Background: an optimization exercise with open tools, aiming at small area. Do not read the settings as production practice. Function was checked by simulation only, so behaviour that the tests miss may differ from the original.

==> inputs of run M <==
==> flow/design.v (excerpt) <==
module rs232_interface_top(CLOCK_50, RST, UART_TXD, UART_RXD, LEDG,LEDR, KEY, SW, HEX0, HEX1, HEX2, HEX3, HEX4, HEX5, HEX6, HEX7);
==> flow/config.mk <==
export PLATFORM = sky130hd
export DESIGN_NAME = rs232_interface_top
export DESIGN_NICKNAME = rs232_interface_top
export VERILOG_FILES = /design/flow/design.v
export SDC_FILE = /design/flow/constraint.sdc
export NUM_CORES = 4
export LEC_CHECK = 0
export CAP_MARGIN = 20
export CORE_MARGIN = 2
export CORE_UTILIZATION = 70
export PLACE_DENSITY = 0.8
export SLEW_MARGIN = 20
==> flow/constraint.sdc <==
create_clock -name core_clock -period 20.0 [get_ports {CLOCK_50}]
set_input_delay 4.0000 -clock core_clock [delete_from_list [all_inputs] [get_ports {CLOCK_50}]]
set_output_delay 4.0000 -clock core_clock [all_outputs]
set_load 0.01 [all_outputs]
standard.sh (not shown) runs the stock make flow with config.mk's settings and CLKGATE_MAP_FILE= SYNTH_SCRIPT=/design/flow/synth_recipe.tcl, a recipe that flattens the netlist after the stock synthesis.
==> flow/flow/run.sh <==
#!/bin/bash
# The standard layout (standard.sh: the standard synthesis, floorplan, power
# grid, tap cells, placement, CTS and routing), with these choices:
#  - ABC maps the logic with an area-oriented script (flow/abc_area_deep.script)
#    instead of ORFS's abc_speed.script: ORFS's scripts folder is copied here
#    and only that file is replaced. Flip-flops are mapped before ABC runs, so
#    the registers (names and cells) are those of the standard synthesis;
#  - port buffers are buf_1 cells (buffer_ports -buffer_cell), the smallest
#    buffer; every port still gets one;
#  - the clock tree uses clkbuf_4 cells, sink clusters of up to 10 within
#    30 um, and no dummy loads.
set -euo pipefail
rm -rf scripts_mod
cp -r "$FLOW_HOME/scripts" scripts_mod
cp flow/abc_area_deep.script scripts_mod/abc_speed.script
export SCRIPTS_DIR="$PWD/scripts_mod"
export BUFFER_PORTS_ARGS="-buffer_cell sky130_fd_sc_hd__buf_1"
export CTS_ARGS="-sink_clustering_enable -repair_clock_nets -buf_list sky130_fd_sc_hd__clkbuf_4 -sink_clustering_size 10 -sink_clustering_max_diameter 40 -dont_use_dummy_load"
bash standard.sh > standard_flow.log 2>&1
==> flow/flow/abc_area_deep.script <==
strash
dc2
dch -f
amap
strash
dch -f
amap
topo
==> run K (differences from run M) <==
==> flow/run.sh (new file) <==
#!/bin/bash
# synth_recipe.tcl (not shown) runs the flow's synth.tcl, then flattens the netlist and writes it again
# the make line also repeats each setting of config.mk as NAME=value (left out here)
make -C /OpenROAD-flow-scripts/flow DESIGN_CONFIG=/design/flow/config.mk WORK_HOME=/design/flow/orfs CLKGATE_MAP_FILE= SYNTH_SCRIPT=/design/flow/synth_recipe.tcl finish
Settings changed: CTS_BUF_LIST from default to sky130_fd_sc_hd__clkbuf_4, CTS_CLUSTER_DIAMETER from default to 40, CTS_CLUSTER_SIZE from default to 10.
removed: flow/flow/run.sh
removed: flow/flow/abc_area_deep.script
removed: flow/standard.sh
==> flow_summary.rst <==
.. list-table::
   :header-rows: 1

   * - Metric
     - Value
   * - Core Util, Final
     - 0.778
   * - Cell with the most instances after synthesis
     - sky130_fd_sc_hd__clkinv_1
   * - Rows
     - 41
   * - Critical path launch point type
     - input pin
   * - Die area
     - 13500 µm²
   * - Worst slack on hold paths
     - 0.416 ns
   * - Via count
     - 7268
   * - DRT met1 WL
     - 8.19 mm
   * - Fraction of the yosys area taken by sequential cells
     - 0.587
   * - Routed length per instance
     - 16.4 µm
   * - Synth cell count leaders
     - 120 x sky130_fd_sc_hd__clkinv_1, 113 x sky130_fd_sc_hd__nor2_1, 106 x sky130_fd_sc_hd__dfxtp_1
   * - Kind of capture point of the worst setup path
     - register
   * - Status
     - finished clean
   * - Total met3 wirelength after detailed routing
     - 1.43 mm
   * - Net count after synthesis
     - 936
   * - Fraction of area in registers
     - 0.535
   * - Most common library cell in the layout ignoring fill and taps
     - sky130_fd_sc_hd__clkinv_1
   * - Final worst path period need
     - 6.43 ns
(the above is from run M)
==> flow_summary.rst <==
.. list-table::
   :header-rows: 1

   * - Metric
     - Value
   * - Most common library cell in the layout ignoring fill and taps
     - sky130_fd_sc_hd__clkdlybuf4s50_1
   * - Die area
     - 14600 µm²
   * - Fraction of the yosys area taken by sequential cells
     - 0.544
   * - Critical path launch point type
     - register
   * - Core Util, Final
     - 0.833
   * - Rows
     - 42
   * - DRT met1 WL
     - 8.59 mm
   * - Via count
     - 7438
   * - Total met3 wirelength after detailed routing
     - 1.32 mm
   * - Routed length per instance
     - 17.7 µm
   * - Status
     - finished clean
   * - Final worst path period need
     - 6.49 ns
   * - Kind of capture point of the worst setup path
     - primary output
(the above is from run K)

==> what the ideal ports hide <==
The results above use ideal ports. As a check the final layouts listed here were re-extracted and re-timed, cells and wires unchanged.
Step 1 assumes that a clkbuf_16 drives the clock port and a buf_2 every other input.
Step 2 also shifts input and output timing later by t, the mid clock arrival at the registers, as if the neighbouring blocks saw the same clock.
Three values: ideal ports, drivers, drivers and shift; two values: the first two.
run	shift t [ns]	setup slack, ns	hold WS [ns]	worst slew at a driven data input, ns
run M	0.651	13.567 / 13.583 / 12.932	0.416 / 0.416 / 0.416	0.03
run K	0.679	13.512 / 13.472 / 13.142	0.434 / 0.434 / 0.434	0.04
After both steps setup and hold are still met in every run listed. For run M, which loses most, drivers alone change the setup slack by +0.016 ns; drivers and shift together by -0.635 ns.
